What follows belongs to an exercise in optimizing a design on an open flow for small area; a production flow would make more cautious choices.
Function was checked by simulation only, so behaviour that the tests miss may differ from the original.
Power is estimated from default activity; no workload was simulated. No driver is modelled on the clock port, so clocking that relies on it looks cheaper here than on a real chip.

run C:
==> flow/design.v (excerpt) <==
module ram
#(parameter logHeight = 5)  
(bytein, byteout, adr, rwn, clock);
export LEC_CHECK = 0
export CAP_MARGIN = 20
export CORE_MARGIN = 2
export CORE_UTILIZATION = 42
export SLEW_MARGIN = 20
export SYNTH_HIERARCHICAL = 1
export SYNTH_MINIMUM_KEEP_SIZE = 0
create_clock -name core_clock -period 10.0 [get_ports {clock}]
standard.sh (not shown) runs the stock make flow with config.mk's settings and CLKGATE_MAP_FILE= SYNTH_SCRIPT=/design/flow/synth_recipe.tcl, a recipe that flattens the netlist after the stock synthesis.
==> flow/flow/run.sh <==
#!/bin/bash
# Standard layout, but a leaner clock tree: no dummy loads, and larger sink
# clusters driven by clkbuf_16 (the flip-flop clock slew stays near 100 ps).
# Ports are buffered with the smallest buffer.
set -euo pipefail
export CTS_ARGS="-sink_clustering_enable -repair_clock_nets -dont_use_dummy_load -buf_list sky130_fd_sc_hd__clkbuf_16 -sink_clustering_size 30 -sink_clustering_max_diameter 100"
export BUFFER_PORTS_ARGS="-buffer_cell sky130_fd_sc_hd__buf_1"
bash standard.sh finish > standard_flow.log 2>&1
The following lists how run D was set up differently from run C:
# run C
export LEC_CHECK = 0
export CAP_MARGIN = 20
export CORE_MARGIN = 2
export CORE_UTILIZATION = 42
export SLEW_MARGIN = 20
export SYNTH_HIERARCHICAL = 1
export SYNTH_MINIMUM_KEEP_SIZE = 0
create_clock -name core_clock -period 10.0 [get_ports {clock}]
# run D
export LEC_CHECK = 0
export CAP_MARGIN = 20
export CORE_MARGIN = 2
export CORE_UTILIZATION = 35
export SLEW_MARGIN = 20
export SYNTH_HIERARCHICAL = 1
export SYNTH_MINIMUM_KEEP_SIZE = 0
create_clock -name core_clock -period 10.0 [get_ports {clock}]
==> flow/flow/run.sh <==
#!/bin/bash
# Standard layout, but a leaner clock tree: no dummy loads, sink clusters of
# up to 30 flip-flops driven by clkbuf_16 (flip-flop clock slew near 120 ps),
# and clkbuf_4 above them. Ports are buffered with the smallest buffer.
set -euo pipefail
export CTS_ARGS="-sink_clustering_enable -repair_clock_nets -dont_use_dummy_load -sink_clustering_size 30 -sink_clustering_max_diameter 100 -sink_clustering_buffer sky130_fd_sc_hd__clkbuf_16 -buf_list sky130_fd_sc_hd__clkbuf_4 -root_buf sky130_fd_sc_hd__clkbuf_4"
export BUFFER_PORTS_ARGS="-buffer_cell sky130_fd_sc_hd__buf_1"
bash standard.sh finish > standard_flow.log 2>&1
Results
Summary of run D over run C: critical path depth down 1, area fraction of clock buffers and clock inverters down 0.29 points, final instance count without filler cells up 224, proportion of total power due to net switching flat.
Run D vs run C on summed area of non-filler cells in the final layout: run D is the higher one.
Looking at worst hold slack, run D sits 0.066 ns lower than run C does.
[run D] global-route track usage on met3 fell 2.7 points relative to run C
Going from run C to run D, the overall global routing resource usage was found to have gone down by 3.5 points.
The wire length number comes out higher for run D vs run C.


ram, a different RTL version from the one above (not shown whole).
For scale: about 1900 cells after synthesis, ~25 I/O pins, about 0.037 mm^2 of cells after synthesis.
clock: 10.0 ns
lec_check: 0
cap_margin: 20
core_margin: 2
core_utilization: 35
slew_margin: 20
synth_hierarchical: 1
synth_minimum_keep_size: 0
run.sh (not shown) runs the stock make flow with config.mk's settings and CLKGATE_MAP_FILE= SYNTH_SCRIPT=/design/flow/synth_recipe.tcl, a recipe that flattens the netlist after the stock synthesis.
Stock flow here: none of the scripts above is used.
Change:
==> flow/flow/run.sh (new file) <==
#!/bin/bash
# Standard layout, but clock tree synthesis without dummy loads.
set -euo pipefail
export CTS_ARGS="-sink_clustering_enable -repair_clock_nets -dont_use_dummy_load"
bash standard.sh finish > standard_flow.log 2>&1
==> flow/standard.sh (new file) <==
#!/bin/bash
# synth_recipe.tcl (not shown) runs the flow's synth.tcl, then flattens the netlist and writes it again
# the make line also repeats each setting of config.mk as NAME=value (left out here)
make -C /OpenROAD-flow-scripts/flow DESIGN_CONFIG=/design/flow/config.mk WORK_HOME=/design/flow/orfs CLKGATE_MAP_FILE= SYNTH_SCRIPT=/design/flow/synth_recipe.tcl "${@:-finish}"
removed: flow/run.sh
Effect: Die area is unchanged. Via count decreases by 1.4%. Core utilization decreases by 0.87 points. Synthesized area does not change. Global-route usage decreases by 0.10 points. Critical path depth stays the same. Final area decreases by 2.2%.
Change:
==> flow/flow/run.sh (replaced) <==
#!/bin/bash
# Standard layout, but a leaner clock tree: no dummy loads, and larger sink
# clusters driven by clkbuf_16 (the flip-flop clock slew stays near 100 ps).
set -euo pipefail
export CTS_ARGS="-sink_clustering_enable -repair_clock_nets -dont_use_dummy_load -buf_list sky130_fd_sc_hd__clkbuf_16 -sink_clustering_size 30 -sink_clustering_max_diameter 100"
bash standard.sh finish > standard_flow.log 2>&1
Result: Utilization fell by 1.4 points; register-to-register slack improved by 0.03 ns; total power fell by 15%; hold slack improved by 0.032 ns; design area fell by 3.6%; global-route usage fell by 0.32 points; clock-buffer cell count fell by 60; routed wire length fell by 0.98%; area after synthesis does not change.
Change:
--- a/flow/flow/run.sh
+++ b/flow/flow/run.sh
@@ -3,4 +3,6 @@
 # clusters driven by clkbuf_16 (the flip-flop clock slew stays near 100 ps).
+# Ports are buffered with the smallest buffer.
 set -euo pipefail
 export CTS_ARGS="-sink_clustering_enable -repair_clock_nets -dont_use_dummy_load -buf_list sky130_fd_sc_hd__clkbuf_16 -sink_clustering_size 30 -sink_clustering_max_diameter 100"
+export BUFFER_PORTS_ARGS="-buffer_cell sky130_fd_sc_hd__buf_1"
 bash standard.sh finish > standard_flow.log 2>&1
Setup slack gets better by 0.47 ns.
Wire length went up by 1.4%.
Synthesized cell count does not change.

port drivers added, routing unchanged:
How much do the figures lean on ideal ports? The routed layouts below were timed once more, with nothing changed but the port constraints.
Step 1 assumes that a clkbuf_16 drives the clock port and a buf_2 every other input.
Step 2 times the ports against the registers' clock, not the clock port: input delays grow and output delays shrink by t, the midpoint of the rising clock arrivals with the driver on.
Three values: no drivers, after step 1, after step 2; two values: the first two.
run | shift t [ns] | slack for setup (ns) | worst setup path at the end | clock arrival spread, ns | worst register clock-pin slew, ns
run C | 0.670 | 4.787 / 4.832 / 4.161 | input to register | 0.077 / 0.077 | 0.12 / 0.12
run D | 0.974 | 5.096 / 5.073 / 4.098 | input to register | 0.101 / 0.101 | 0.12 / 0.12
the first run of note 2 | 0.721 | 4.121 / 4.145 / 3.424 | input to register | 0.047 / 0.046 | 0.07 / 0.07
the second run of note 2 | 0.709 | 4.301 / 4.330 / 3.621 | input to register | 0.069 / 0.069 | 0.07 / 0.07
the third run of note 2 | 0.669 | 4.251 / 4.278 / 3.609 | input to register | 0.036 / 0.035 | 0.12 / 0.12
the fourth run of note 2 | 0.676 | 4.717 / 4.687 / 4.011 | input to register | 0.034 / 0.034 | 0.12 / 0.12
After both steps setup and hold are still met in every run listed. For run D, which loses most, drivers alone change the setup slack by -0.023 ns; drivers and shift together by -0.998 ns.
